Context: an optimization exercise on an open-source flow, tuned for a short achievable clock period and few clock cycles. The choices shown serve that exercise and are no tape-out recipe. At most, simulation tests tie the RTL to the original design; equivalence was not proved. Function not checked in runs 1 and 2: the RTL went through the layout flow alone. Power is estimated from default activity; no workload was simulated.

$ cat design/flow/design.v
module alu(
    output [15:0] data_out,
    output        valid_out,
    output        cmd_out,
    input  [15:0] data_in,
    input         valid_in,
    input         cmd_in,
    output        amm_read,
    output [7:0]  amm_address,
    input  [7:0]  amm_readdata,
    input         amm_waitrequest,
    input  [1:0]  amm_response,
    input clk,
    input rst_n
    );
    reg        idle;         
    reg        inpkt;        
    reg        taking;       
    reg        vo_r, co_r;   
    reg [11:0] do_r;
    reg        ar_r;         
    reg [7:0]  aa_r;
    reg [3:0]  opc;
    reg [5:0]  rem;          
    reg        first;        
    reg        err;
    reg        stopq;        
    reg        killq;        
    reg        b0_ind;       
    reg        first_rd;     
    reg [7:0]  mem [0:63];   
    reg [5:0]  wptr, rptr, rptr1;
    reg [7:0]  hd;           
    reg [7:0]  cur;          
    reg [11:0] sum_s, sum_c;
    reg [7:0]  lor, lxor, lnand;
    reg        hasop;
    reg [7:0]  opa, opb;
    wire [7:0] din    = data_in[7:0];
    wire [1:0] mod    = data_in[9:8];
    wire [3:0] op_in  = data_in[11:8];
    wire [5:0] nof_in = data_in[5:0];
    wire hdr_in    = valid_in & cmd_in;
    wire beat      = valid_in & ~cmd_in & taking;
    wire dir       = beat & (mod == 2'b00);
    wire ind       = beat & (mod == 2'b01);
    wire forb      = (din[7:4] == 4'h1) | (din[7:4] == 4'h2) |
                     (din[7:4] == 4'h8) | (din[7:4] == 4'h9);
    wire last_beat = beat & (rem == 6'd1);
    wire unary_in = (op_in[3:2] == 2'b01);
    wire shift_in = (op_in == 4'd8) | (op_in == 4'd9);
    wire reject   = (nof_in == 6'd0) | (unary_in & (nof_in != 6'd1));
    wire sherr    = shift_in & (nof_in != 6'd2);
    wire rdone  = ar_r & ~amm_waitrequest;
    wire rbad   = rdone & (amm_response != 2'b00);
    wire rgood  = rdone & (amm_response == 2'b00);
    wire push   = ind & ~forb & ~stopq & ~rbad;
    wire kill_n = killq | rbad;
    wire hold    = ar_r & amm_waitrequest;      
    wire free    = ~hold;
    wire mne     = (rptr != wptr);              
    wire eq1     = (rptr1 == wptr);
    wire issue_m = free & mne & ~kill_n;        
    wire bypass  = free & ~mne & push;          
    wire wr      = push & ~bypass;
    wire rd_next = hold | issue_m | bypass;
    wire [7:0] a_next = hold ? cur : (mne ? hd : din);
    wire comp     = inpkt & (~taking | last_beat) & ~rd_next;
    wire err_next = err | (ind & forb) | rbad;
    wire        live = ~idle;
    wire [11:0] s0  = live ? sum_s : 12'd0;
    wire [11:0] c0  = live ? sum_c : 12'd0;
    wire [7:0]  rg  = rgood ? amm_readdata : 8'h00;
    wire        rd_a = first_rd & b0_ind;
    wire [11:0] xs = s0 ^ c0 ^ {4'b0, din};
    wire [11:0] xc = {(s0[10:0] & c0[10:0]) | (s0[10:0] & {3'b0, din}) |
                      (c0[10:0] & {3'b0, din}), 1'b0};
    wire [11:0] ys = xs ^ xc ^ {4'b0, rg};
    wire [11:0] yc = {(xs[10:0] & xc[10:0]) | (xs[10:0] & {3'b0, rg}) |
                      (xc[10:0] & {3'b0, rg}), 1'b0};
    wire [11:0] zs = s0 ^ c0 ^ {4'b0, rg};
    wire [11:0] zc = {(s0[10:0] & c0[10:0]) | (s0[10:0] & {3'b0, rg}) |
                      (c0[10:0] & {3'b0, rg}), 1'b0};
    wire [7:0]  lor0   = live ? (lor | rg) : 8'h00;
    wire [7:0]  lxor0  = live ? (lxor ^ rg) : 8'h00;
    wire [7:0]  lnand0 = live ? (lnand | (rgood ? ~amm_readdata : 8'h00)) : 8'h00;
    wire        has0   = live & (hasop | rgood);
    wire [7:0]  opa0   = ~live ? 8'h00 : (rgood & rd_a) ? amm_readdata : opa;
    wire [7:0]  opb0   = ~live ? 8'h00 : (rgood & ~rd_a) ? amm_readdata : opb;
    wire [11:0] total = sum_s + sum_c;
    reg  [11:0] res;
    always @(*) begin
        case (opc)
            4'd0: res = total;
            4'd1: res = hasop ? {4'b0, ~lnand} : 12'hFFF;
            4'd2: res = {4'b0, lor};
            4'd3: res = {4'b0, lxor};
            4'd4: res = hasop ? {4'b0, ~lor} : 12'h000;
            4'd5: res = hasop ? {4'b0, lor} + 12'd1 : 12'h000;
            4'd6: res = hasop ? {4'b0, lor} - 12'd1 : 12'h000;
            4'd7: res = hasop ? {4'b0, 8'd0 - lor} : 12'h000;
            4'd8: res = {4'b0, opa} >> opb;
            4'd9: res = {4'b0, opa << opb};
            default: res = 12'h000;
        endcase
    end
    always @(posedge clk) begin
        mem[wptr] <= din;
        cur  <= a_next;
        aa_r <= rd_next ? a_next : 8'h00;
        if (issue_m)
            hd <= eq1 ? din : mem[rptr1];
        else
            hd <= (rptr == wptr) ? din : mem[rptr];
        if (vo_r & co_r) begin
            vo_r <= 1'b1;
            co_r <= 1'b0;
            do_r <= err ? 12'hBAD : res;
        end else begin
            vo_r <= (idle & hdr_in & reject) | comp;
            co_r <= 1'b1;
            do_r <= {7'b0, idle | err_next, idle ? op_in : opc};
        end
        sum_s <= dir ? ys : zs;
        sum_c <= dir ? yc : zc;
        lor   <= dir ? (lor0 | din) : lor0;
        lxor  <= dir ? (lxor0 ^ din) : lxor0;
        lnand <= dir ? (lnand0 | ~din) : lnand0;
        hasop <= has0 | dir;
        opa   <= (dir & first) ? din : opa0;
        opb   <= (dir & ~first) ? din : opb0;
        if (idle) begin
            opc      <= op_in;
            rem      <= nof_in;
            first    <= 1'b1;
            err      <= reject | sherr;
            stopq    <= sherr;
            killq    <= 1'b0;
            b0_ind   <= 1'b0;
            first_rd <= 1'b1;
            wptr     <= 6'd0;
            rptr     <= 6'd0;
            rptr1    <= 6'd1;
        end else begin
            if (beat) begin
                rem   <= rem - 6'd1;
                first <= 1'b0;
                if (first & (mod == 2'b01)) b0_ind <= 1'b1;
            end
            err <= err_next;
            if ((ind & forb) | rbad) stopq <= 1'b1;
            if (rbad) killq <= 1'b1;
            if (rdone) first_rd <= 1'b0;
            if (wr) wptr <= wptr + 6'd1;
            if (issue_m) begin
                rptr  <= rptr + 6'd1;
                rptr1 <= rptr1 + 6'd1;
            end
        end
        if (~rst_n) begin
            idle   <= 1'b1;
            inpkt  <= 1'b0;
            taking <= 1'b0;
            vo_r   <= 1'b0;
            ar_r   <= 1'b0;
        end else begin
            idle   <= (vo_r & ~co_r) | (idle & ~hdr_in);
            inpkt  <= (idle & hdr_in & ~reject) | (inpkt & ~comp);
            taking <= (idle & hdr_in & ~reject) | (taking & ~last_beat);
            ar_r   <= inpkt & rd_next;
        end
    end
    assign data_out    = {4'b0, do_r};
    assign valid_out   = vo_r;
    assign cmd_out     = co_r;
    assign amm_read    = ar_r;
    assign amm_address = aa_r;
endmodule
$ cat design/flow/run.sh
#!/bin/bash
# synth_recipe.tcl (not shown) runs the flow's synth.tcl, then flattens the netlist and writes it again
# the make line also repeats each setting of config.mk as NAME=value (left out here)
make -C /OpenROAD-flow-scripts/flow DESIGN_CONFIG=/design/flow/config.mk WORK_HOME=/design/flow/orfs CLKGATE_MAP_FILE= SYNTH_SCRIPT=/design/flow/synth_recipe.tcl finish
$ cat design/flow/config.mk
export PLATFORM = sky130hd
export DESIGN_NAME = alu
export DESIGN_NICKNAME = alu
export VERILOG_FILES = /design/flow/design.v
export SDC_FILE = /design/flow/constraint.sdc
export NUM_CORES = 4
export LEC_CHECK = 0
export ABC_CLOCK_PERIOD_IN_PS = 2000
export CAP_MARGIN = 20
export CORE_MARGIN = 2
export CORE_UTILIZATION = 40
export PLACE_DENSITY = 0.6
export SETUP_SLACK_MARGIN = 4.6
export SLEW_MARGIN = 20
export TNS_END_PERCENT = 100
$ cat design/flow/constraint.sdc
create_clock -name core_clock -period 6.5 [get_ports {clk}]
set_input_delay 1.3000 -clock core_clock [delete_from_list [all_inputs] [get_ports {clk}]]
set_output_delay 1.3000 -clock core_clock [all_outputs]
set_load 0.01 [all_outputs]
==> results of run 1 <==
kinds of logic (layout without fill, tap and decap cells):
logic type / after synthesis / count (layout) / share of synthesized area, %
AO/OA/AOI/OAI: 318 / 318 / 6.74
XOR/XNOR: 71 / 71 / 1.90
adder cells (fa/ha/maj): 46 / 46 / 1.95
buffers and inverters: 183 / 457 / 2.73
flip-flops: 664 / 664 / 57.1
multiplexers: 381 / 381 / 21.6
other: 1 / 6 / 0.0115
AND/OR/NAND/NOR: 557 / 558 / 7.99
metrics by stage:
step	hold WS, ns	setup WS, ns	power [mW]	util, %
floorplan	0.425	3.88	4.91	-
global placement	0.435	2.67	5.06	42.7
detailed placement	0.450	2.64	5.07	42.7
CTS	0.455	4.02	9.19	50.8
global route	0.465	3.96	9.42	51.9
finish	0.453	3.96	9.20	52.0
cells in the mapped netlist (all sizes together) (9+ instances only):
master	count	area share, %
dfxtp	129	7.9
o2111ai	13	0.35
nand3b	13	0.30
mux4	251	18
inv	23	0.26
a22oi	14	0.32
a221oi	19	0.53
buf	66	1.4
nand4	12	0.23
a211oi	17	0.39
a21o	9	0.21
clkbuf	93	1.1
nand3	48	0.74
xnor2	34	0.91
xor2	37	0.99
o211a	11	0.34
a21oi	59	0.92
o22ai	24	0.46
nor2	190	2.2
o21ai	65	1.0
mux2i	119	3.6
nand2	158	1.8
or3	9	0.17
edfxtp	535	49
ha	38	1.5
nor4	9	0.17
nand2b	26	0.50
nor2b	31	0.59
o32a	9	0.28
nor3	14	0.21
a31oi	13	0.25
a22o	14	0.38
mux2	11	0.38
registers in the layout (all words and copies together) (netlist names), 11 cells and up, named ones only:
register	count
mem	512
sum_s	12
sum_c	11
do_r	12
worst max-delay path: stages, from the launching register on:
cell	delay, ns
dfxtp_4	0.39
buf_12	0.15
buf_12	0.15
buf_12	0.15
mux4_2	0.58
mux4_2	0.54
a221oi_2	0.27
nand4_1	0.14
repair_timing:
item | in CTS | in global routing
pin swaps | 112 | 93
setup buffers | 153 | 40
endpoints found under the setup margin | 1087 | 446
cloned | 31 | 1
resized for setup | 623 | 132
power by group through the flow:
stage                     Combinational (mW)  Clock, mW  Sequential (mW)
after floorplan                        0.174          0             4.74
after global placement                 0.299          0             4.76
after detailed placement               0.307          0             4.76
after CTS                              0.409       4.12             4.66
after global routing                   0.467       4.29             4.66
final                                  0.443       4.09             4.66
worst paths after layout:
| check | endpoint | slack (ns) | cells past startpoint | start |
|---|---|---|---|---|
| worst max-delay path | hd[7] | 3.96 | 7 | register |
| worst min-delay path | ar_r | 0.45 | 2 | inpkt |
| worst max register to register | hd[7] | 3.96 | 7 | register |
| worst min register to register | ar_r | 0.45 | 2 | inpkt |
per-layer routing:
metal / wire, um / global-route usage [%] / vias up
met5: 36 / 0 / -
met4: 5040 / 9.85 / 2
met3: 10800 / 5.55 / 250
met2: 49200 / 40.2 / 1173
met1: 42700 / 35.3 / 11400
li1: - / - / 9304
cell type report:
type | count | area [um2] | area share, %
flip-flops and latches | 664 | 18700 | 44.7
well taps | 1060 | 1330 | 3.16
repair buffers | 305 | 4120 | 9.83
inverters | 24 | 97.6 | 0.233
clock buffers | 99 | 2010 | 4.80
diodes | 2 | 5.00 | 0.0119
clock inverters | 29 | 324 | 0.773
multi-input cells | 1378 | 15300 | 36.5
layout by cell type (no fill, tap or decap), drive strengths merged, types with 12 or more instances in the layout:
cell type	instances
clkbuf	99
nor2	190
mux2i	119
nand3	48
a31oi	13
nand3b	13
clkinv	20
nand2b	26
o22ai	24
dfxtp	129
mux4	251
ha	38
a221oi	19
o2111ai	13
nand4	12
a211oi	17
edfxtp	535
a22oi	14
xnor2	34
nor2b	31
a21oi	59
nor3	14
buf	283
a22o	14
xor2	37
inv	26
o21ai	65
nand2	159
==> run summary, run 1 <==
outcome -> no timing/DRC/antenna violations
Final setup viols -> 0
fin cells -> 3561
pwr/cell area -> 219 nW/um2
GRT Util Overall -> 25.7%
Worst-Skew Late Latency -> 0.62 ns
fin area -> 41900 um2
final antenna-violating net count -> 0
Sum Neg Setup Slack -> 0 ns
Rel. slew slack -> 40.1%
most common flop cell mapped by yosys -> edfxtp_1
vias -> 22200
total CTS buffers -> 72
ys async rst share -> 0%
row cnt -> 104
drt drc -> 0
Final period util -> 39.1%
Detailed Route WL -> 108000 um
CP arrival -> 3.01 ns
global-route congestion overflow total -> 0
total die area -> 84000 um2
Seq pwr share -> 50.7%
kind of critical path -> reg -> reg
Critical Path Start Type -> register
initial antenna violation count -> 3
LEAKAGE -> 14.1 nW
Max-Cap Viols -> 0
FF+latch count, synth -> 664
Core ar. -> 80700 um2
Starting Density -> 40.5%
RSZ-0062 raised after global routing -> yes
Die H -> 290 um
Syn Inst Count -> 2221
Worst-Margin Slew -> 0.898 ns
synth unique cells -> 79
Final Hold Viols -> 0
critical path fanouts, max -> 6
hpwl dp -> 61500 um
layout cells sized above 1 -> 41.3%
Int Pwr -> 7.18 mW
Tmin final -> 2.54 ns
sw frac -> 21.9%
TritonRoute pass-1 iters -> 5
largest net degree at the start of global routing -> 66
mapped cell area -> 32700 um2
Iter 0 DRT Violations -> 2597
Peak VDD IR -> 0.000164 V
cts hold-fix bufs -> 0
clk_skew -> 0.0152 ns
switching power -> 2.02 mW
Reg clk slew, reported paths -> 0.06 ns
Boundary Pins -> 58
Final GP Congestion -> 0.967
placed insts -> 3206
clock group share of total power -> 44.5%
Worst Hold Class -> reg -> reg
Yosys warnings -> 1
Gate power share -> 4.8%
root buffer selected by CTS -> clkbuf_16
Slew Limit Fails -> 0
Mean Syn Cell Area -> 14.7 um2
PortBufs -> 49
clock tree sinks -> 664
global-route wire length before repair -> 155000 um
Layout area overhead -> 28.3%
register area share after synthesis -> 57.1%
Worst Setup End Kind -> register
vias in the first global route -> 22100
CTS HTree Levels -> 3
Fill cells -> 6410
DP Area -> 34400 um2
NumNets Final -> 2522
Max Freq -> 0.393 GHz
Required @ worst endpoint -> 6.97 ns
clk buf depth -> 3
EDFF count, synth -> 535
mean routed wirelength per cell -> 30.3 um
DIE WIDTH -> 290 um
Vias per Instance -> 6.22
CTS tree -> yes
==> run 2: changes to the inputs <==
--- a/design/flow/design.v
+++ b/design/flow/design.v
@@ -31,3 +31,5 @@
     reg [7:0]  mem [0:63];   
-    reg [5:0]  wptr, rptr, rptr1;
+    reg [5:0]  wptr;
+    reg [63:0] roh;          
+    reg [5:0]  cnt;          
     reg [7:0]  hd;           
@@ -60,4 +62,5 @@
     wire free    = ~hold;
-    wire mne     = (rptr != wptr);              
-    wire eq1     = (rptr1 == wptr);
+    wire [5:0] cb = idle ? 6'd0 : cnt;
+    wire mne     = (cb != 6'd0);                
+    wire eq1     = (cb == 6'd1);
     wire issue_m = free & mne & ~kill_n;        
@@ -67,2 +70,14 @@
     wire [7:0] a_next = hold ? cur : (mne ? hd : din);
+    reg [7:0] m0, m1;
+    integer i;
+    always @(*) begin
+        m0 = 8'h00;
+        m1 = 8'h00;
+        for (i = 0; i < 64; i = i + 1) begin
+            m0 = m0 | ({8{roh[i]}} & mem[i]);
+            m1 = m1 | ({8{roh[i]}} & mem[(i + 1) % 64]);
+        end
+    end
+    wire [5:0] cinc   = cb + 6'd1;
+    wire [5:0] cdec   = cb - 6'd1;
     wire comp     = inpkt & (~taking | last_beat) & ~rd_next;
@@ -111,5 +126,6 @@
         if (issue_m)
-            hd <= eq1 ? din : mem[rptr1];
+            hd <= eq1 ? din : m1;
         else
-            hd <= (rptr == wptr) ? din : mem[rptr];
+            hd <= mne ? m0 : din;
+        cnt <= wr ? (issue_m ? cb : cinc) : (issue_m ? cdec : cb);
         if (vo_r & co_r) begin
@@ -141,4 +157,3 @@
             wptr     <= 6'd0;
-            rptr     <= 6'd0;
-            rptr1    <= 6'd1;
+            roh      <= 64'd1;
         end else begin
@@ -154,6 +169,3 @@
             if (wr) wptr <= wptr + 6'd1;
-            if (issue_m) begin
-                rptr  <= rptr + 6'd1;
-                rptr1 <= rptr1 + 6'd1;
-            end
+            if (issue_m) roh <= {roh[62:0], roh[63]};
         end
==> run 2 against run 1 <==
Compared with the run above:
- critical path depth up 3
- wire length up 54%
- still clean on timing, DRC and antenna
- register-to-register slack better by 0.18 ns
- die area down 3.7%
- sequential share of layout area up 0.082 points
- design area up 4.8%
==> run summary, run 2 <==
Max Freq -> 0.414 GHz (was 0.393 GHz)
Rel. slew slack -> 43.6% (was 40.1%)
Fill cells -> 6070 (was 6410)
Core ar. -> 77600 um2 (was 80700 um2)
layout cells sized above 1 -> 39.7% (was 41.3%)
mean routed wirelength per cell -> 40.5 um (was 30.3 um)
final antenna-violating net count -> 0 (unchanged)
start point of the worst hold path -> inpkt (unchanged)
Final setup viols -> 0 (unchanged)
TritonRoute pass-1 iters -> 7 (was 5)
vias -> 29100 (was 22200)
FF+latch count, synth -> 710 (was 664)
Worst-Skew Late Latency -> 0.67 ns (was 0.62 ns)
row cnt -> 102 (was 104)
largest net degree at the start of global routing -> 73 (was 66)
LEAKAGE -> 15.7 nW (was 14.1 nW)
cts hold-fix bufs -> 0 (unchanged)
Worst Setup End Kind -> register (unchanged)
Seq pwr share -> 44.5% (was 50.7%)
Iter 0 DRT Violations -> 5323 (was 2597)
CTS HTree Levels -> 3 (unchanged)
NumNets Final -> 3064 (was 2522)
most common cell after layout, fill and taps aside -> edfxtp_1 (unchanged)
Synth top cells by count -> edfxtp_1 (535), a22oi_1 (306), nand2_1 (244) (was edfxtp_1 (535), mux4_2 (227), nor2_1 (190))
Worst Hold Class -> reg -> reg (unchanged)
switching power -> 3.12 mW (was 2.02 mW)
top-count cell post-synth -> edfxtp_1 (unchanged)
Final period util -> 37.2% (was 39.1%)
most common flop cell mapped by yosys -> edfxtp_1 (unchanged)
total CTS buffers -> 77 (was 72)
Syn Inst Count -> 2586 (was 2221)
Required @ worst endpoint -> 7.03 ns (was 6.97 ns)
DIE WIDTH -> 284 um (was 290 um)
Reg with most FFs -> mem (unchanged)
Synth area leader -> edfxtp_1 (unchanged)
post-synth top area share -> 51.1% (was 49.2%)
root buffer selected by CTS -> clkbuf_16 (unchanged)
fin cells -> 4089 (was 3561)
hold-critical path depth -> 2 (unchanged)
Detailed Route WL -> 166000 um (was 108000 um)
Worst-Margin Slew -> 0.843 ns (was 0.898 ns)
PortBufs -> 49 (unchanged)
CP peak stage delay -> 0.35 ns (was 0.58 ns)
ys async rst share -> 0% (unchanged)
outcome -> no timing/DRC/antenna violations (unchanged)
Max-Cap Viols -> 0 (unchanged)
global-route wire length before repair -> 219000 um (was 155000 um)
biggest regs -> mem x512, roh x64 (was mem x512, do_r x12, sum_s x12)
vias in the first global route -> 27300 (was 22100)
most frequent cells in the layout -> edfxtp_1 (535), a22oi_1 (297), buf_4 (254), nand2_1 (127), dfxtp_1 (121) (was edfxtp_1 (535), mux4_2 (239), nand2_1 (128), buf_4 (121), nor2_1 (104))
FF-to-FF Start -> roh[51]
Peak VDD IR -> 0.000196 V (was 0.000164 V)
Tmin final -> 2.42 ns (was 2.54 ns)
Gate power share -> 16.2% (was 4.8%)
clk buf depth -> 3 (unchanged)
Mean Syn Cell Area -> 12.2 um2 (was 14.7 um2)
Die H -> 284 um (was 290 um)
global-route congestion overflow total -> 0 (unchanged)
clk_skew -> 0.0464 ns (was 0.0152 ns)
clock group share of total power -> 39.4% (was 44.5%)
CP Depth -> 10 (was 7)
CP arrival -> 2.95 ns (was 3.01 ns)
Starting Density -> 40.5% (about the same)
Worst path top cell family by delay -> buffers and inverters (was multiplexers)
kind of critical path -> in -> reg (was reg -> reg)
Vias per Instance -> 7.12 (was 6.22)
register area share after synthesis -> 62.2% (was 57.1%)
Boundary Pins -> 58 (unchanged)
GRT Util Overall -> 39.1% (was 25.7%)
total die area -> 80900 um2 (was 84000 um2)
Crit-path slowest cell -> nor3_4 (was mux4_2)
Sum Neg Setup Slack -> 0 ns (unchanged)
Hold Path Sink -> ar_r (unchanged)
Layout area overhead -> 39.6% (was 28.3%)
Reg clk slew, reported paths -> 0.06 ns (about the same)
synth unique cells -> 86 (was 79)
EDFF count, synth -> 535 (unchanged)
FF-to-FF End -> hd[0] (was hd[7])
Critical Path Start Type -> input pin (was register)
Yosys warnings -> 1 (unchanged)
Int Pwr -> 8.26 mW (was 7.18 mW)
CTS tree -> yes (unchanged)
Final GP Congestion -> 1.00 (was 0.967)
drt drc -> 0 (unchanged)
Slew Limit Fails -> 0 (unchanged)
hpwl dp -> 88300 um (was 61500 um)
clock tree sinks -> 710 (was 664)
Final Hold Viols -> 0 (unchanged)
max FFs per register -> 512 (unchanged)
mapped cell area -> 31500 um2 (was 32700 um2)
placed insts -> 3568 (was 3206)
initial antenna violation count -> 4 (was 3)
top cells by area, synth -> edfxtp_1 (51%), dfxtp_1 (11%), a22oi_1 (7.3%) (was edfxtp_1 (49%), mux4_2 (16%), dfxtp_1 (7.9%))
reg2reg setup slack -> 4.14 ns (was 3.96 ns)
WP buf/inv -> 5 (was 3)
critical path fanouts, max -> 6 (unchanged)
RSZ-0062 raised after global routing -> yes (unchanged)
sw frac -> 27.4% (was 21.9%)
worst r2r path cells -> 8 (was 7)
critical path cell sequence -> buf_6, or2_4, buf_12, a21oi_4, buf_6, o21ai_4, buf_12, buf_4, nor3_4, a211oi_2 (was buf_12, buf_12, buf_12, mux4_2, mux4_2, a221oi_2, nand4_1)
pwr/cell area -> 259 nW/um2 (was 219 nW/um2)
run 2: cell types whose count changed after synthesis, moves of 25 or more:
cell and change:
mux2i_1 -93, a21oi_1 +50, a221oi_1 +83, nand2_1 +86, a22oi_1 +292, buf_1 +29
nand4_1 +62, nor3_1 +25, a22o_1 +90, mux4_2 -222, dfxtp_1 +46
run 2: what timing repair did:
action / in CTS / in global routing
setup endpoints to repair: 824 / 367
setup buffers: 269 / 76
gates cloned: 26 / 8
pin swaps: 206 / 194
resized for setup: 660 / 332
run 2: worst max path at each step:
stage / start / to
3_3_place_gp: idle / cnt[4]
2_1_floorplan: data_in[9] / wptr[4]
6_report: amm_response[0] / hd[3]
5_1_grt: data_in[9] / wptr[4]
3_5_place_dp: idle / cnt[4]
4_1_cts: vo_r / valid_out
run 2: logic make-up (layout without fill, tap and decap cells):
logic type / Yosys count / in the layout / synth area share, %
simple gates: 721 / 735 / 11.0
other cells: 1 / 7 / 0.0119
flops: 710 / 710 / 62.2
mux: 37 / 37 / 1.41
fa+ha+maj: 47 / 47 / 2.06
buf+inv: 243 / 685 / 3.23
xor+xnor: 54 / 54 / 1.50
compound gates: 773 / 774 / 18.5
run 2: through the flow:
stage	power [mW]	util (%)	instance area, um2	hold WS [ns]	setup slack, ns
6_report	11.4	56.6	43900	0.471	4.08
5_1_grt	11.6	56.6	43900	0.494	4.07
4_1_cts	10.9	53.8	41700	0.448	4.08
3_3_place_gp	5.88	43.4	33600	0.432	2.38
2_1_floorplan	5.65	-	32100	0.421	3.84
3_5_place_dp	5.90	43.4	33700	0.435	2.27
run 2: cell type report:
| class | count | area (um2) | share of cell area, % |
|---|---|---|---|
| diodes | 3 | 7.51 | 0.0171 |
| inverters | 31 | 139 | 0.316 |
| multi-input cells | 1651 | 14100 | 32.2 |
| well taps | 1040 | 1300 | 2.96 |
| flip-flops and latches | 710 | 19700 | 44.8 |
| clock inverters | 41 | 412 | 0.937 |
| clock buffers | 98 | 2090 | 4.75 |
| repair buffers | 515 | 6160 | 14.0 |
run 2: layer usage:
metal | up-vias | wire length (um) | track usage (%)
li1 | 11000 | - | -
met1 | 14200 | 54600 | 47.9
met5 | - | 120 | 0.833
met3 | 872 | 29600 | 18.8
met4 | 6 | 15100 | 26.7
met2 | 2980 | 66400 | 54.1
run 2: power groups by stage:
stage | registers [mW] | clock network, mW | logic, mW
floorplan | 5.13 | 0 | 0.519
finish | 5.06 | 4.48 | 1.84
global route | 5.07 | 4.64 | 1.87
detailed placement | 5.16 | 0 | 0.738
global placement | 5.16 | 0 | 0.724
CTS | 5.06 | 4.44 | 1.41
run 2: worst reg2reg max path: stages, from the launching register on:
cell and delay [ns]:
dfxtp_1 0.33, buf_12 0.15, buf_4 0.22, a22o_1 0.27, a221oi_2 0.17, nand3_1 0.15, or4_4 0.45, nor3_4 0.42
a211oi_1 0.08
==> run 3: changes to the inputs <==
--- a/design/flow/design.v
+++ b/design/flow/design.v
@@ -15,2 +15,3 @@
     );
+    localparam QN = 63;
     reg        idle;         
@@ -30,8 +31,4 @@
     reg        first_rd;     
-    reg [7:0]  mem [0:63];   
-    reg [5:0]  wptr;
-    reg [63:0] roh;          
-    reg [5:0]  cnt;          
-    reg [7:0]  hd;           
-    reg [7:0]  cur;          
+    reg [7:0]  q [0:QN-1];   
+    reg [5:0]  qcnt;         
     reg [11:0] sum_s, sum_c;
@@ -59,25 +56,22 @@
     wire push   = ind & ~forb & ~stopq & ~rbad;
+    wire pop    = rdone;
     wire kill_n = killq | rbad;
-    wire hold    = ar_r & amm_waitrequest;      
-    wire free    = ~hold;
-    wire [5:0] cb = idle ? 6'd0 : cnt;
-    wire mne     = (cb != 6'd0);                
-    wire eq1     = (cb == 6'd1);
-    wire issue_m = free & mne & ~kill_n;        
-    wire bypass  = free & ~mne & push;          
-    wire wr      = push & ~bypass;
-    wire rd_next = hold | issue_m | bypass;
-    wire [7:0] a_next = hold ? cur : (mne ? hd : din);
-    reg [7:0] m0, m1;
+    reg [QN:0] qv;           
     integer i;
-    always @(*) begin
-        m0 = 8'h00;
-        m1 = 8'h00;
-        for (i = 0; i < 64; i = i + 1) begin
-            m0 = m0 | ({8{roh[i]}} & mem[i]);
-            m1 = m1 | ({8{roh[i]}} & mem[(i + 1) % 64]);
-        end
-    end
-    wire [5:0] cinc   = cb + 6'd1;
-    wire [5:0] cdec   = cb - 6'd1;
+    always @(*)
+        for (i = 0; i <= QN; i = i + 1)
+            qv[i] = (qcnt > i);
+    reg [7:0] q_n [0:QN-1];
+    always @(*)
+        for (i = 0; i < QN; i = i + 1)
+            if (pop)
+                q_n[i] = (i < QN-1 && qv[i+1]) ? q[i < QN-1 ? i+1 : 0] : din;
+            else
+                q_n[i] = qv[i] ? q[i] : din;
+    wire [5:0] qb     = idle ? 6'd0 : qcnt;
+    wire [5:0] qinc   = qb + 6'd1;
+    wire [5:0] qdec   = qb - 6'd1;
+    wire [5:0] qcnt_n = push ? (pop ? qb : qinc) : (pop ? qdec : qb);
+    wire q0_n     = push | qv[1] | (qv[0] & ~pop);
+    wire rd_next  = q0_n & ~kill_n;
     wire comp     = inpkt & (~taking | last_beat) & ~rd_next;
@@ -122,10 +116,5 @@
     always @(posedge clk) begin
-        mem[wptr] <= din;
-        cur  <= a_next;
-        aa_r <= rd_next ? a_next : 8'h00;
-        if (issue_m)
-            hd <= eq1 ? din : m1;
-        else
-            hd <= mne ? m0 : din;
-        cnt <= wr ? (issue_m ? cb : cinc) : (issue_m ? cdec : cb);
+        for (i = 0; i < QN; i = i + 1)
+            q[i] <= q_n[i];
+        aa_r <= q0_n ? q_n[0] : 8'h00;
         if (vo_r & co_r) begin
@@ -145,2 +134,3 @@
         hasop <= has0 | dir;
+        qcnt  <= qcnt_n;
         opa   <= (dir & first) ? din : opa0;
@@ -156,4 +146,2 @@
             first_rd <= 1'b1;
-            wptr     <= 6'd0;
-            roh      <= 64'd1;
         end else begin
@@ -168,4 +156,2 @@
             if (rdone) first_rd <= 1'b0;
-            if (wr) wptr <= wptr + 6'd1;
-            if (issue_m) roh <= {roh[62:0], roh[63]};
         end
--- a/design/flow/config.mk
+++ b/design/flow/config.mk
@@ -11,2 +11,4 @@
 export CORE_UTILIZATION = 40
+export CTS_CLUSTER_DIAMETER = 100
+export CTS_CLUSTER_SIZE = 30
 export PLACE_DENSITY = 0.6
==> run 3 against run 2 <==
Compared with the run above:
- sequential power decreased by 17%
- design area decreased by 13%
- critical path depth fell by 9
- total power decreased by 39%
- worst hold slack got worse by 0.012 ns
- synthesized cell count is 12% higher
- global-route usage down 13 points
- critical endpoint is now amm_read
==> run summary, run 3 <==
outcome -> no timing/DRC/antenna violations (unchanged)
Mean Syn Cell Area -> 8.89 um2 (was 12.2 um2)
Core ar. -> 63300 um2 (was 77600 um2)
RSZ-0062 raised after global routing -> yes (unchanged)
layout cells sized above 1 -> 42.4% (was 39.7%)
Final Hold Viols -> 0 (unchanged)
max FFs per register -> 504 (was 512)
LEAKAGE -> 14.5 nW (was 15.7 nW)
FF+latch count, synth -> 616 (was 710)
Crit-path slowest cell -> dfxtp_4 (was nor3_4)
Worst-Skew Late Latency -> 0.64 ns (was 0.67 ns)
Starting Density -> 40.6% (was 40.5%)
Worst-Margin Slew -> 0.997 ns (was 0.843 ns)
hold-critical path depth -> 2 (unchanged)
CTS tree -> yes (unchanged)
cts hold-fix bufs -> 0 (unchanged)
Vias per Instance -> 6.41 (was 7.12)
Worst Hold Class -> reg -> reg (unchanged)
clock tree sinks -> 616 (was 710)
most common flop cell mapped by yosys -> dfxtp_1 (was edfxtp_1)
row cnt -> 92 (was 102)
Boundary Pins -> 58 (unchanged)
CTS HTree Levels -> 1 (was 3)
top-count cell post-synth -> dfxtp_1 (was edfxtp_1)
DIE WIDTH -> 258 um (was 284 um)
Seq pwr share -> 60.0% (was 44.5%)
worst r2r path cells -> 6 (was 8)
Max Freq -> 0.419 GHz (was 0.414 GHz)
global-route wire length before repair -> 142000 um (was 219000 um)
Syn Inst Count -> 2890 (was 2586)
biggest regs -> q x504, do_r x12, sum_s x12 (was mem x512, roh x64)
EDFF count, synth -> 23 (was 535)
NumNets Final -> 3209 (was 3064)
Fill cells -> 4820 (was 6070)
FF-to-FF End -> qcnt[5] (was hd[0])
Yosys warnings -> 3 (was 1)
Int Pwr -> 5.11 mW (was 8.26 mW)
Final setup viols -> 0 (unchanged)
PnR Total Power -> 6.99 mW (was 11.4 mW)
most common cell after layout, fill and taps aside -> dfxtp_1 (was edfxtp_1)
root buffer selected by CTS -> clkbuf_16 (unchanged)
pwr/cell area -> 182 nW/um2 (was 259 nW/um2)
Die H -> 258 um (was 284 um)
Hold Path Sink -> q[16][1] (was ar_r)
total die area -> 66300 um2 (was 80900 um2)
post-synth top area share -> 46.2% (was 51.1%)
ant diodes -> 0 (was 3)
clk buf depth -> 3 (unchanged)
WP buf/inv -> 1 (was 5)
Iter 0 DRT Violations -> 2599 (was 5323)
fin area -> 38400 um2 (was 43900 um2)
FF-to-FF Start -> qcnt[2] (was roh[51])
total CTS buffers -> 27 (was 77)
Peak VDD IR -> 0.000225 V (was 0.000196 V)
vias -> 25600 (was 29100)
top cells by area, synth -> dfxtp_1 (46%), o22ai_1 (11%), a31oi_1 (5.9%) (was edfxtp_1 (51%), dfxtp_1 (11%), a22oi_1 (7.3%))
final antenna-violating net count -> 0 (unchanged)
mean routed wirelength per cell -> 24.7 um (was 40.5 um)
mapped cell area -> 25700 um2 (was 31500 um2)
hpwl dp -> 49100 um (was 88300 um)
Gate power share -> 9.5% (was 16.2%)
Final GP Congestion -> 0.894 (was 1.00)
Critical Path Start Type -> register (was input pin)
drt drc -> 0 (unchanged)
global-route congestion overflow total -> 0 (unchanged)
critical path cell sequence -> buf_6 (was buf_6, or2_4, buf_12, a21oi_4, buf_6, o21ai_4, buf_12, buf_4, nor3_4, a211oi_2)
Reg with most FFs -> q (was mem)
GRT Util Overall -> 26.6% (was 39.1%)
Reg clk slew, reported paths -> 0.12 ns (was 0.06 ns)
CP peak stage delay -> 0.36 ns (was 0.35 ns)
clock group share of total power -> 30.5% (was 39.4%)
PortBufs -> 49 (unchanged)
kind of critical path -> reg -> out (was in -> reg)
Max-Cap Viols -> 0 (unchanged)
Worst path top cell family by delay -> flip-flops (was buffers and inverters)
PnR worst setup slack -> 4.12 ns (was 4.08 ns)
Required @ worst endpoint -> 5.20 ns (was 7.03 ns)
switching power -> 1.88 mW (was 3.12 mW)
Tmin final -> 2.38 ns (was 2.42 ns)
Sum Neg Setup Slack -> 0 ns (unchanged)
pre-CTS WS -> 2.17 ns (was 2.27 ns)
start point of the worst hold path -> q[16][1] (was inpkt)
initial antenna violation count -> 0 (was 4)
Detailed Route WL -> 98500 um (was 166000 um)
most frequent cells in the layout -> dfxtp_1 (557), nor2_1 (287), o22ai_2 (285), a31oi_1 (215), buf_4 (144) (was edfxtp_1 (535), a22oi_1 (297), buf_4 (254), nand2_1 (127), dfxtp_1 (121))
DP Area -> 28100 um2 (was 33700 um2)
clk_skew -> 0.0285 ns (was 0.0464 ns)
CP arrival -> 1.08 ns (was 2.95 ns)
Slew Limit Fails -> 0 (unchanged)
TritonRoute pass-1 iters -> 8 (was 7)
critical path fanouts, max -> 2 (was 6)
Rel. slew slack -> 33.5% (was 43.6%)
register area share after synthesis -> 48.9% (was 62.2%)
largest net degree at the start of global routing -> 47 (was 73)
Worst Setup End Kind -> primary output (was register)
Hold Slack -> 0.460 ns (was 0.471 ns)
reg2reg setup slack -> 4.20 ns (was 4.14 ns)
Final period util -> 36.7% (was 37.2%)
sw frac -> 26.9% (was 27.4%)
Synth top cells by count -> dfxtp_1 (593), o22ai_1 (443), nor2_1 (328) (was edfxtp_1 (535), a22oi_1 (306), nand2_1 (244))
Synth area leader -> dfxtp_1 (was edfxtp_1)
synth unique cells -> 90 (was 86)
Layout area overhead -> 49.3% (was 39.6%)
ys async rst share -> 0% (unchanged)
vias in the first global route -> 24100 (was 27300)
run 3: worst max path at each step:
stage                    startpoint       end  slack, ns  cells after the start
floorplan                data_in[7]   qcnt[4]       3.79                      7
global placement    amm_waitrequest   qcnt[4]       2.24                      7
detailed placement  amm_waitrequest     inpkt       2.17                      7
CTS                            ar_r  amm_read       4.09                      1
global route                 cmd_in   qcnt[4]       4.09                      8
finish                         ar_r  amm_read       4.12                      1
run 3: timing repair:
action / CTS / global route
gates cloned: 59 / 17
buffers inserted: 217 / 69
pin swaps: 326 / 261
gates resized for setup: 834 / 430
endpoints found under the setup margin: 652 / 636
run 3: metrics by stage:
stage | instances | util (%)
finish | 3986 | 60.6
CTS | 3900 | 55.6
detailed placement | 3587 | 44.3
global placement | 3587 | 44.3
global route | 3986 | 60.6
floorplan | 2893 | -
run 3: power by group through the flow:
stage | logic [mW] | registers (mW) | clock network [mW]
2_1_floorplan | 0.331 | 4.17 | 0
3_3_place_gp | 0.428 | 4.24 | 0
3_5_place_dp | 0.440 | 4.24 | 0
4_1_cts | 0.577 | 4.16 | 2.14
5_1_grt | 0.697 | 4.21 | 2.27
6_report | 0.664 | 4.19 | 2.13
run 3: cells by family (layout without fill, tap and decap cells):
logic type | count (synthesis) | after routing | synth area share (%)
buffers and inverters | 314 | 512 | 5.06
other | 1 | 4 | 0.0146
adder cells (fa/ha/maj) | 47 | 47 | 2.51
AO/OA/AOI/OAI | 1102 | 1116 | 27.4
multiplexers | 52 | 52 | 2.17
AND/OR/NAND/NOR | 716 | 751 | 12.6
flip-flops | 616 | 616 | 48.9
XOR/XNOR | 42 | 42 | 1.43
run 3: area by class of cell:
class                           instances  area [um2]  area share [%]
Multi-Input combinational cell       2012       18600            48.4
Tap cell                              846        1060            2.76
Sequential cell                       616       12600            32.9
Clock inverter                          8         123           0.319
Clock buffer                           29         683            1.78
Timing Repair Buffer                  388        4970            12.9
Inverter                               87         354           0.922
run 3: metal layers:
metal,track usage (%),share of wire [%]
met3,3.94,7.1
met5,0,0
met2,45.4,48
met4,9.17,4.4
met1,34.3,40
Testbench counts of run 3, summed over its fixed seeds: cycles 204,229.
==> run 4: changes to the inputs <==
--- a/design/flow/config.mk
+++ b/design/flow/config.mk
@@ -10,6 +10,4 @@
 export CORE_MARGIN = 2
-export CORE_UTILIZATION = 40
-export CTS_CLUSTER_DIAMETER = 100
-export CTS_CLUSTER_SIZE = 30
-export PLACE_DENSITY = 0.6
+export CORE_UTILIZATION = 45
+export PLACE_DENSITY = 0.65
 export SETUP_SLACK_MARGIN = 4.6
==> run 4 against run 3 <==
Compared with the run above:
- sequential power about the same
- critical endpoint is now qcnt[3]
- design area grew 3.6%
- global-route usage is 4.1 points higher
- wire length is 10% higher
- clock power is 79% higher
- register-to-register slack got worse by 0.08 ns
- critical path type is now in -> reg
- sequential cell count unchanged
- die area decreased by 11%
- highest routed layer unchanged
==> run summary, run 4 <==
EDFF count, synth -> 23 (unchanged)
PortBufs -> 49 (unchanged)
Hold Slack -> 0.465 ns (was 0.460 ns)
Syn Inst Count -> 2890 (unchanged)
CTS HTree Levels -> 3 (was 1)
TritonRoute pass-1 iters -> 13 (was 8)
clk buf depth -> 3 (unchanged)
PnR Total Power -> 8.70 mW (was 6.99 mW)
critical path fanouts, max -> 4 (was 2)
final antenna-violating net count -> 0 (unchanged)
Sum Neg Setup Slack -> 0 ns (unchanged)
total CTS buffers -> 67 (was 27)
pwr/cell area -> 219 nW/um2 (was 182 nW/um2)
Max-Cap Viols -> 0 (unchanged)
Final setup viols -> 0 (unchanged)
Die H -> 243 um (was 258 um)
initial antenna violation count -> 0 (unchanged)
Vias per Instance -> 6.89 (was 6.41)
ys async rst share -> 0% (unchanged)
Yosys warnings -> 3 (unchanged)
cts hold-fix bufs -> 0 (unchanged)
Synth area leader -> dfxtp_1 (unchanged)
Multi-input gate area -> 18600 um2 (unchanged)
Layout area overhead -> 54.7% (was 49.3%)
Final GP Congestion -> 0.892 (was 0.894)
row cnt -> 87 (was 92)
most common cell after layout, fill and taps aside -> dfxtp_1 (unchanged)
top-count cell post-synth -> dfxtp_1 (unchanged)
Critical Path Start Type -> input pin (was register)
global-route wire length before repair -> 145000 um (was 142000 um)
Max Freq -> 0.408 GHz (was 0.419 GHz)
biggest regs -> q x504, do_r x12, sum_s x12 (unchanged)
compound-gate portion of the synthesized area -> 27.4% (unchanged)
hpwl dp -> 47800 um (was 49100 um)
Reg clk slew, reported paths -> 0.06 ns (was 0.12 ns)
mean routed wirelength per cell -> 27.3 um (was 24.7 um)
CP arrival -> 2.94 ns (was 1.08 ns)
Synth top cells by count -> dfxtp_1 (593), o22ai_1 (443), nor2_1 (328) (unchanged)
Worst-Margin Slew -> 0.750 ns (was 0.997 ns)
Detailed Route WL -> 109000 um (was 98500 um)
Synth Area in Adders -> 2.51% (unchanged)
mapped cell area -> 25700 um2 (unchanged)
synth unique cells -> 90 (unchanged)
Mean Syn Cell Area -> 8.89 um2 (unchanged)
Worst Hold Class -> reg -> reg (unchanged)
Tmin final -> 2.45 ns (was 2.38 ns)
NumNets Final -> 3260 (was 3209)
Worst-Skew Late Latency -> 0.63 ns (was 0.64 ns)
post-synth top area share -> 46.2% (unchanged)
main combinational cell family by area after synthesis -> compound AO/OA/AOI/OAI gates (unchanged)
most frequent cells in the layout -> dfxtp_1 (556), o22ai_2 (274), nor2_1 (241), a31oi_1 (225), buf_4 (147) (was dfxtp_1 (557), nor2_1 (287), o22ai_2 (285), a31oi_1 (215), buf_4 (144))
vias -> 27500 (was 25600)
register area share after synthesis -> 48.9% (unchanged)
total die area -> 59100 um2 (was 66300 um2)
Starting Density -> 45.6% (was 40.6%)
ant diodes -> 0 (unchanged)
Core ar. -> 56400 um2 (was 63300 um2)
global-route congestion overflow total -> 0 (unchanged)
outcome -> no timing/DRC/antenna violations (unchanged)
Final Hold Viols -> 0 (unchanged)
Worst Setup End Kind -> register (was primary output)
Final period util -> 37.7% (was 36.7%)
CTS tree -> yes (unchanged)
Rel. slew slack -> 50.0% (was 33.5%)
Iter 0 DRT Violations -> 3403 (was 2599)
LEAKAGE -> 15.2 nW (was 14.5 nW)
clk_skew -> 0.0282 ns (was 0.0285 ns)
root buffer selected by CTS -> clkbuf_16 (unchanged)
Required @ worst endpoint -> 6.98 ns (was 5.20 ns)
Slew Limit Fails -> 0 (unchanged)
max FFs per register -> 504 (unchanged)
most common flop cell mapped by yosys -> dfxtp_1 (unchanged)
top cells by area, synth -> dfxtp_1 (46%), o22ai_1 (11%), a31oi_1 (5.9%) (unchanged)
clock tree sinks -> 616 (unchanged)
DP Area -> 28000 um2 (was 28100 um2)
Fill cells -> 3567 (was 4820)
layout cells sized above 1 -> 44.8% (was 42.4%)
DIE WIDTH -> 243 um (was 258 um)
drt drc -> 0 (unchanged)
FF+latch count, synth -> 616 (unchanged)
Synth Area in Simple Gates -> 12.6% (unchanged)
fin area -> 39800 um2 (was 38400 um2)
post-synthesis mux area share -> 2.17% (unchanged)
Reg with most FFs -> q (unchanged)
vias in the first global route -> 25000 (was 24100)
Sequential Area -> 12600 um2 (about the same)
GRT Util Overall -> 30.7% (was 26.6%)
largest net degree at the start of global routing -> 56 (was 47)
Peak VDD IR -> 0.000299 V (was 0.000225 V)
Boundary Pins -> 58 (unchanged)
RSZ-0062 raised after global routing -> yes (unchanged)
Synth Area in XOR/XNOR -> 1.43% (unchanged)
kind of critical path -> in -> reg (was reg -> out)
[run 4: changes by cell type in the layout (fill, tap and decap cells not counted), moves of 9 or more]
| cell | change |
|---|---|
| nand2_2 | -10 |
| nor2_2 | +23 |
| clkinv_2 | +15 |
| clkbuf_8 | +13 |
| nand2_1 | +13 |
| o22ai_2 | -11 |
| o21ai_1 | -9 |
| nor2_4 | +23 |
| a31oi_1 | +10 |
| o21ai_2 | +16 |
| nor2_1 | -46 |
| clkbuf_16 | +43 |
[run 4: logic make-up (layout without fill, tap and decap cells)]
group | after synthesis | after routing
AOI/OAI and AO/OA | 1102 | 1115
xor gates and xnor gates | 42 | 42
adders and majority gates | 47 | 47
buffers and inverters | 314 | 601
DFF | 616 | 616
muxes | 52 | 52
other | 1 | 4
and+or+nand+nor | 716 | 754
[run 4: worst paths after layout]
path,start,to,slack (ns),cells past startpoint
worst max-delay path,cmd_in,qcnt[3],4.05,10
worst min-delay path,q[2][2],q[2][2],0.46,2
worst max register to register,qcnt[2],q[21][2],4.12,7
worst min register to register,q[2][2],q[2][2],0.46,2
[run 4: metal layers]
layer | GRT usage (%) | vias to the layer above | share of wire (%)
met5 | 0 | - | 0
li1 | - | 11600 | -
met1 | 39.2 | 13400 | 37
met4 | 12.5 | 0 | 6.6
met3 | 6.08 | 594 | 10
met2 | 50.9 | 1872 | 47
[run 4: area by class of cell]
class	count	area share, %
clock inverter	26	0.510
tap	756	2.38
sequential	616	31.8
inverter	87	0.972
multi-input combinational	2014	46.7
timing repair buffer	397	12.8
clock buffer	91	4.91
[run 4: worst max-delay path: stages]
cell	delay, ns
buf_8	0.10
nand3b_4	0.18
nor3b_4	0.22
nor4b_4	0.26
buf_4	0.18
buf_12	0.12
buf_12	0.11
nor2_4	0.04
a22oi_2	0.23
o221ai_2	0.18
[run 4: power by group]
group	leakage (nW)	internal [mW]	switching, mW
Combinational	8.88	0.296	0.377
Sequential	5.25	4.00	0.202
Clock	1.07	2.16	1.67
Total	15.2	6.45	2.25
[run 4: stage by stage]
stage | util, % | setup slack, ns | cells
after floorplan | - | 3.79 | 2893
after global placement | 49.6 | 2.40 | 3496
after detailed placement | 49.6 | 2.33 | 3496
after CTS | 64.2 | 4.11 | 3875
after global routing | 70.5 | 3.97 | 3987
final | 70.5 | 4.05 | 3987
[run 4: timing repair]
item	CTS	global route
pin swaps	334	239
endpoints found under the setup margin	650	639
gates resized for setup	853	457
gates cloned	63	14
buffers inserted	199	98
==> run 5: changes to the inputs <==
--- a/design/flow/config.mk
+++ b/design/flow/config.mk
@@ -10,5 +10,5 @@
 export CORE_MARGIN = 2
-export CORE_UTILIZATION = 45
-export PLACE_DENSITY = 0.65
-export SETUP_SLACK_MARGIN = 4.6
+export CORE_UTILIZATION = 50
+export PLACE_DENSITY = 0.7
+export SETUP_SLACK_MARGIN = 4.4
 export SLEW_MARGIN = 20
==> run 5 against run 4 <==
Compared with the run above:
- still clean
- critical path depth decreased by 2
- combinational power is 13% lower
- clock power rose by 4%
- synthesized area did not move
- first-iteration DRC count decreased by 3.8%
- via count is 1.5% lower
- total power increased by 0.70%
- worst setup slack lost 0.22 ns
- worst hold slack lost 0.0045 ns
- clock skew up 0.00067 ns
- die area decreased by 9.8%
- critical path type unchanged
- largest power group unchanged
==> run summary, run 5 <==
drt drc -> 0 (unchanged)
Layout area overhead -> 43.4% (was 54.7%)
most frequent cells in the layout -> dfxtp_1 (575), nor2_1 (294), a31oi_1 (237), o22ai_2 (230), o22ai_1 (196) (was dfxtp_1 (556), o22ai_2 (274), nor2_1 (241), a31oi_1 (225), buf_4 (147))
TritonRoute pass-1 iters -> 15 (was 13)
Synth top cells by count -> dfxtp_1 (593), o22ai_1 (443), nor2_1 (328) (unchanged)
start point of the worst hold path -> q[62][1] (was q[2][2])
clock tree sinks -> 616 (unchanged)
sw frac -> 24.4% (was 25.8%)
Required @ worst endpoint -> 6.98 ns (about the same)
switching power -> 2.13 mW (was 2.25 mW)
Critical Path Start Type -> input pin (unchanged)
register area share after synthesis -> 48.9% (unchanged)
final antenna-violating net count -> 0 (unchanged)
top cells by area, synth -> dfxtp_1 (46%), o22ai_1 (11%), a31oi_1 (5.9%) (unchanged)
Synth area leader -> dfxtp_1 (unchanged)
total CTS buffers -> 66 (was 67)
hold-critical path depth -> 2 (unchanged)
global-route congestion overflow total -> 0 (unchanged)
DP Area -> 27800 um2 (was 28000 um2)
FF+latch count, synth -> 616 (unchanged)
Final Hold Viols -> 0 (unchanged)
Seq pwr share -> 47.8% (was 48.3%)
global-route wire length before repair -> 130000 um (was 145000 um)
Peak VDD IR -> 0.000226 V (was 0.000299 V)
Core ar. -> 51100 um2 (was 56400 um2)
layout cells sized above 1 -> 35.5% (was 44.8%)
Mean Syn Cell Area -> 8.89 um2 (unchanged)
max FFs per register -> 504 (unchanged)
Reg clk slew, reported paths -> 0.07 ns (was 0.06 ns)
Final period util -> 41.1% (was 37.7%)
Worst Hold Class -> reg -> reg (unchanged)
biggest regs -> q x504, do_r x12, sum_s x12 (unchanged)
Final GP Congestion -> 0.878 (was 0.892)
Syn Inst Count -> 2890 (unchanged)
post-synth top area share -> 46.2% (unchanged)
mapped cell area -> 25700 um2 (unchanged)
mean routed wirelength per cell -> 26.5 um (was 27.3 um)
Rel. slew slack -> 29.8% (was 50.0%)
Vias per Instance -> 7.02 (was 6.89)
Die H -> 231 um (was 243 um)
initial antenna violation count -> 1 (was 0)
GRT Util Overall -> 30.5% (was 30.7%)
Worst-Skew Late Latency -> 0.62 ns (was 0.63 ns)
fin area -> 36900 um2 (was 39800 um2)
CTS HTree Levels -> 3 (unchanged)
Tmin final -> 2.67 ns (was 2.45 ns)
Sum Neg Setup Slack -> 0 ns (unchanged)
vias in the first global route -> 23700 (was 25000)
Sequential Area -> 12600 um2 (about the same)
pre-CTS WS -> 2.30 ns (was 2.33 ns)
Final setup viols -> 0 (unchanged)
PortBufs -> 49 (unchanged)
NumNets Final -> 3197 (was 3260)
vias -> 27000 (was 27500)
Max-Cap Viols -> 0 (unchanged)
PnR Total Power -> 8.76 mW (was 8.70 mW)
kind of critical path -> in -> reg (unchanged)
ys async rst share -> 0% (unchanged)
Starting Density -> 50.3% (was 45.6%)
most common flop cell mapped by yosys -> dfxtp_1 (unchanged)
Detailed Route WL -> 102000 um (was 109000 um)
total die area -> 53200 um2 (was 59100 um2)
CTS tree -> yes (unchanged)
largest net degree at the start of global routing -> 44 (was 56)
worst setup path startpoint -> data_in[9] (was cmd_in)
LEAKAGE -> 14.6 nW (was 15.2 nW)
DIE WIDTH -> 231 um (was 243 um)
CP arrival -> 3.15 ns (was 2.94 ns)
cts hold-fix bufs -> 0 (unchanged)
Int Pwr -> 6.63 mW (was 6.45 mW)
Max Freq -> 0.374 GHz (was 0.408 GHz)
Multi-input gate area -> 16700 um2 (was 18600 um2)
hpwl dp -> 47100 um (was 47800 um)
Gate power share -> 6.7% (was 7.7%)
Yosys warnings -> 3 (unchanged)
pwr/cell area -> 238 nW/um2 (was 219 nW/um2)
Fill cells -> 3153 (was 3567)
critical path fanouts, max -> 7 (was 4)
top-count cell post-synth -> dfxtp_1 (unchanged)
synth unique cells -> 90 (unchanged)
PnR worst setup slack -> 3.83 ns (was 4.05 ns)
Slew Limit Fails -> 0 (unchanged)
FF-to-FF Start -> qcnt[0] (was qcnt[2])
Boundary Pins -> 58 (unchanged)
clock group share of total power -> 45.5% (was 43.9%)
most common cell after layout, fill and taps aside -> dfxtp_1 (unchanged)
clk buf depth -> 3 (unchanged)
Worst-Margin Slew -> 1.04 ns (was 0.750 ns)
Reg with most FFs -> q (unchanged)
row cnt -> 83 (was 87)
outcome -> no timing/DRC/antenna violations (unchanged)
clk_skew -> 0.0289 ns (was 0.0282 ns)
RSZ-0062 raised after global routing -> yes (unchanged)
root buffer selected by CTS -> clkbuf_16 (unchanged)
Iter 0 DRT Violations -> 3272 (was 3403)
Worst Setup End Kind -> register (unchanged)
EDFF count, synth -> 23 (unchanged)
worst r2r path cells -> 6 (was 7)
[run 5: critical path, stage by stage]
cell             delay (ns)
clkdlybuf4s15_2        0.31
nor3b_4                0.33
nor4b_4                0.30
buf_4                  0.17
buf_8                  0.15
mux2i_4                0.30
mux2_4                 0.20
o32ai_2                0.08
[run 5: layout make-up]
| cell class | count | share of cell area (%) |
|---|---|---|
| Multi-Input combinational cell | 2002 | 45.2 |
| Sequential cell | 616 | 34.2 |
| Clock buffer | 96 | 5.29 |
| Clock inverter | 22 | 0.811 |
| Inverter | 87 | 0.947 |
| Tap cell | 680 | 2.31 |
| Antenna cell | 3 | 0.0204 |
| Timing Repair Buffer | 347 | 11.3 |
[run 5: power groups by stage]
| stage | Combinational [mW] | Clock, mW | Sequential (mW) |
|---|---|---|---|
| finish | 0.588 | 3.98 | 4.19 |
| global route | 0.613 | 4.13 | 4.20 |
| detailed placement | 0.438 | 0 | 4.24 |
| CTS | 0.513 | 3.93 | 4.15 |
| floorplan | 0.321 | 0 | 4.17 |
| global placement | 0.423 | 0 | 4.23 |
[run 5: worst paths after layout]
kind / endpoint / slack, ns
setup reg to reg: q[19][2] / 3.99
setup / recovery: qcnt[4] / 3.83
hold / removal: q[62][1] / 0.46
hold reg to reg: q[62][1] / 0.46
[run 5: repair_timing]
item	4_1_cts	5_1_grt
resized for setup	434	448
pin swaps	113	180
buffers inserted	142	118
setup endpoints to repair	643	547
hold endpoints to repair	0	0
cloned	22	32
[run 5: cell families after synthesis]
logic type	count (synthesis)	share of synthesized area (%)
AOI/OAI and AO/OA	1102	27.4
xor gates and xnor gates	42	1.43
adders and majority gates	47	2.51
buffers and inverters	314	5.06
DFF	616	48.9
muxes	52	2.17
other	1	0.0146
and+or+nand+nor	716	12.6
[run 5: stage by stage]
stage	util, %	std cells	hold slack, ns
detailed placement	54.5	3418	0.444
global placement	54.5	3418	0.434
global route	72.1	3850	0.480
floorplan	-	2893	0.425
finish	72.2	3853	0.460
CTS	64.7	3700	0.451
[run 5: routing by layer]
layer | wire, um | track usage (%) | part of all wire [%]
met4 | 7030 | 11.8 | 6.9
met1 | 37100 | 38.5 | 36
met5 | 8 | 0 | 0.0078
met3 | 10700 | 6.88 | 11
met2 | 47300 | 50.9 | 46
==> run 6: changes to the inputs <==
--- a/design/flow/config.mk
+++ b/design/flow/config.mk
@@ -10,5 +10,5 @@
 export CORE_MARGIN = 2
-export CORE_UTILIZATION = 50
-export PLACE_DENSITY = 0.7
-export SETUP_SLACK_MARGIN = 4.4
+export CORE_UTILIZATION = 40
+export PLACE_DENSITY = 0.6
+export SETUP_SLACK_MARGIN = 4.35
 export SLEW_MARGIN = 20
==> run 6 against run 5 <==
Compared with the run above:
- via count fell by 10%
- register-to-register slack improved by 0.31 ns
- die area rose by 25%
- worst setup slack improved by 0.23 ns
- core utilization fell by 17 points
- first-iteration DRC count fell by 20%
- sequential power barely moved
- combinational power fell by 4.8%
- design area fell by 4.9%
- synthesized area did not move
- clock-buffer cell count did not move
==> run summary, run 6 <==
outcome -> no timing/DRC/antenna violations (unchanged)
most frequent CP cell -> buf_12
total CTS buffers -> 67 (was 66)
GRT Util Overall -> 24.4% (was 30.5%)
Synth area leader -> dfxtp_1 (unchanged)
global-route wire length before repair -> 130000 um (about the same)
most common cell after layout, fill and taps aside -> dfxtp_1 (unchanged)
biggest regs -> q x504, do_r x12, sum_s x12 (unchanged)
Detailed Route WL -> 87100 um (was 102000 um)
vias in the first global route -> 22700 (was 23700)
Critical Path Start Type -> input pin (unchanged)
Yosys warnings -> 3 (unchanged)
Rel. slew slack -> 49.3% (was 29.8%)
Tmin final -> 2.44 ns (was 2.67 ns)
Core Util, Final -> 55.4% (was 72.2%)
FF-to-FF Start -> qcnt[4] (was qcnt[0])
mapped cell area -> 25700 um2 (unchanged)
clk_skew -> 0.0317 ns (was 0.0289 ns)
kind of critical path -> in -> reg (unchanged)
Final period util -> 37.6% (was 41.1%)
synth unique cells -> 90 (unchanged)
critical path fanouts, max -> 5 (was 7)
Syn Inst Count -> 2890 (unchanged)
DIE WIDTH -> 258 um (was 231 um)
Final setup viols -> 0 (unchanged)
worst r2r path cells -> 6 (unchanged)
LEAKAGE -> 13.7 nW (was 14.6 nW)
Mean Syn Cell Area -> 8.89 um2 (unchanged)
CP arrival -> 2.96 ns (was 3.15 ns)
final antenna-violating net count -> 0 (unchanged)
NumNets Final -> 3114 (was 3197)
Reg clk slew, reported paths -> 0.06 ns (was 0.07 ns)
Sum Neg Setup Slack -> 0 ns (unchanged)
largest net degree at the start of global routing -> 50 (was 44)
layout cells sized above 1 -> 30.9% (was 35.5%)
register area share after synthesis -> 48.9% (unchanged)
Starting Density -> 40.6% (was 50.3%)
Core ar. -> 63300 um2 (was 51100 um2)
Worst Setup End Kind -> register (unchanged)
ant diodes -> 0 (was 3)
Synth top cells by count -> dfxtp_1 (593), o22ai_1 (443), nor2_1 (328) (unchanged)
Worst Hold Class -> reg -> reg (unchanged)
Slew Limit Fails -> 0 (unchanged)
total die area -> 66300 um2 (was 53200 um2)
Peak VDD IR -> 0.000184 V (was 0.000226 V)
most frequent cells in the layout -> dfxtp_1 (566), nor2_1 (289), o22ai_1 (269), a31oi_1 (241), o22ai_2 (167) (was dfxtp_1 (575), nor2_1 (294), a31oi_1 (237), o22ai_2 (230), o22ai_1 (196))
Layout area overhead -> 36.5% (was 43.4%)
mean routed wirelength per cell -> 22.1 um (was 26.5 um)
max FFs per register -> 504 (unchanged)
critical path cell sequence -> buf_12, buf_12, o21a_1, nor3_4, nor4b_4, buf_4, buf_8, buf_6, o21ai_4, nand3b_1, a31oi_1 (was clkdlybuf4s15_2, nor3b_4, nor4b_4, buf_4, buf_8, mux2i_4, mux2_4, o32ai_2)
Boundary Pins -> 58 (unchanged)
Final Hold Viols -> 0 (unchanged)
Vias per Instance -> 6.18 (was 7.02)
global-route congestion overflow total -> 0 (unchanged)
CTS tree -> yes (unchanged)
post-synth top area share -> 46.2% (unchanged)
Iter 0 DRT Violations -> 2605 (was 3272)
clock tree sinks -> 616 (unchanged)
FF+latch count, synth -> 616 (unchanged)
Worst-Margin Slew -> 0.754 ns (was 1.04 ns)
hpwl dp -> 49300 um (was 47100 um)
most common flop cell mapped by yosys -> dfxtp_1 (unchanged)
Die H -> 258 um (was 231 um)
TritonRoute pass-1 iters -> 13 (was 15)
pwr/cell area -> 245 nW/um2 (was 238 nW/um2)
worst setup path startpoint -> data_in[4] (was data_in[9])
Worst-Skew Late Latency -> 0.63 ns (was 0.62 ns)
Required @ worst endpoint -> 7.02 ns (was 6.98 ns)
Multi-input gate area -> 15700 um2 (was 16700 um2)
cts hold-fix bufs -> 0 (unchanged)
Max-Cap Viols -> 0 (unchanged)
RSZ-0062 raised after global routing -> yes (unchanged)
reg2reg setup slack -> 4.30 ns (was 3.99 ns)
ys async rst share -> 0% (unchanged)
Max Freq -> 0.409 GHz (was 0.374 GHz)
Crit-path slowest cell -> nor3_4 (was nor3b_4)
Fill cells -> 5354 (was 3153)
drt drc -> 0 (unchanged)
vias -> 24300 (was 27000)
initial antenna violation count -> 1 (unchanged)
Reg with most FFs -> q (unchanged)
row cnt -> 92 (was 83)
clk buf depth -> 3 (unchanged)
Sequential Area -> 12600 um2 (about the same)
root buffer selected by CTS -> clkbuf_16 (unchanged)
EDFF count, synth -> 23 (unchanged)
crit path to -> vo_r (was qcnt[4])
PortBufs -> 49 (unchanged)
top-count cell post-synth -> dfxtp_1 (unchanged)
top cells by area, synth -> dfxtp_1 (46%), o22ai_1 (11%), a31oi_1 (5.9%) (unchanged)
FF-to-FF End -> aa_r[7] (was q[19][2])
Final GP Congestion -> 0.908 (was 0.878)
CTS HTree Levels -> 3 (unchanged)
CP peak stage delay -> 0.27 ns (was 0.33 ns)
## run 6: how the worst min path moves through the flow
stage                     to  startpoint  cells past startpoint
floorplan           q[16][6]    q[16][6]                      2
global placement    q[62][4]    q[62][4]                      2
detailed placement  q[16][6]    q[16][6]                      2
CTS                 q[62][4]    q[62][4]                      2
global route        q[16][4]    q[16][4]                      2
finish              q[16][6]    q[16][6]                      2
## run 6: cell type report
| cell class | count | area share (%) |
|---|---|---|
| well taps | 846 | 3.02 |
| clock inverters | 26 | 0.849 |
| multi-input cells | 1992 | 44.7 |
| flip-flops and latches | 616 | 36.0 |
| clock buffers | 96 | 5.47 |
| repair buffers | 273 | 9.05 |
| inverters | 87 | 0.992 |
## run 6: routing by layer
layer,vias up,part of all wire (%),wire [um],global-route usage [%]
li1,11200,-,-,-
met1,12100,44,38300,32.9
met2,842,48,41400,39.9
met3,162,5.9,5120,3.96
met4,2,2.6,2270,7.92
met5,-,0.0092,8,0
## run 6: where the power goes
part	leakage [nW]	internal, mW	total [mW]	switching (mW)
clock network	1.10	2.27	3.86	1.59
registers	5.24	4.00	4.17	0.164
logic	7.37	0.250	0.560	0.310
total	13.7	6.52	8.59	2.07
## run 6: logic make-up after synthesis
family | after synthesis | synth area share, %
AO/OA/AOI/OAI | 1102 | 27.4
AND/OR/NAND/NOR | 716 | 12.6
adder cells (fa/ha/maj) | 47 | 2.51
multiplexers | 52 | 2.17
other | 1 | 0.0146
buffers and inverters | 314 | 5.06
flip-flops | 616 | 48.9
XOR/XNOR | 42 | 1.43
## run 6: repair_timing
item                                    in CTS  in global routing
endpoints found under the setup margin     643                459
cloned                                      21                 22
pin swaps                                   56                134
buffers inserted                           115                 67
gates resized for setup                    416                281
hold endpoints to repair                     0                  0
## run 6: through the flow
stage | cell area (um2) | setup WS [ns] | total power, mW | std cells | hold slack [ns]
2_1_floorplan | 28100 | 3.79 | 4.49 | 2893 | 0.425
3_3_place_gp | 28100 | 2.45 | 4.66 | 3589 | 0.439
3_5_place_dp | 28100 | 2.32 | 4.68 | 3589 | 0.441
4_1_cts | 32900 | 4.10 | 8.58 | 3847 | 0.449
5_1_grt | 35100 | 4.01 | 8.84 | 3936 | 0.475
6_report | 35100 | 4.06 | 8.59 | 3936 | 0.454
## run 6: critical path, delay by kind of cell
kind / cells / cell delay (ns)
and+or+nand+nor: 3 / 0.46
AOI/OAI and AO/OA: 3 / 0.54
buffers and inverters: 5 / 0.65

what the ideal ports hide:
No port has a modelled driver above. Below, the same layouts with a new extraction and two added sets of constraints.
Step 1 (the two cells are an assumption about what drives the block):
set clk [get_ports {clk}]
set_driving_cell -lib_cell sky130_fd_sc_hd__clkbuf_16 $clk
set_driving_cell -lib_cell sky130_fd_sc_hd__buf_2 [delete_from_list [all_inputs] $clk]
Step 2 moves the port delays by t, midway between the first and last clock arrival at a register: inputs arrive t later, outputs are due t later. That takes back most of the time a late clock gives input paths.
Slacks: ideal ports / drivers / drivers and shift; pairs: ideal ports / drivers.
run	shift t [ns]	setup slack, ns	worst register clock-pin slew, ns	cell pins on the clock port's net
run 1	0.686	3.958 / 3.958 / 3.439	0.07 / 0.07	1
run 2	0.712	4.084 / 4.023 / 3.383	0.07 / 0.07	1
run 3	0.676	4.116 / 4.060 / 3.463	0.12 / 0.12	1
run 4	0.675	4.046 / 4.030 / 3.380	0.07 / 0.07	1
run 5	0.659	3.830 / 3.847 / 3.189	0.07 / 0.07	1
run 6	0.674	4.057 / 4.049 / 3.375	0.06 / 0.06	1
After both steps setup and hold are still met in every run listed. For run 2, which loses most, drivers alone change the setup slack by -0.061 ns; drivers and shift together by -0.701 ns.
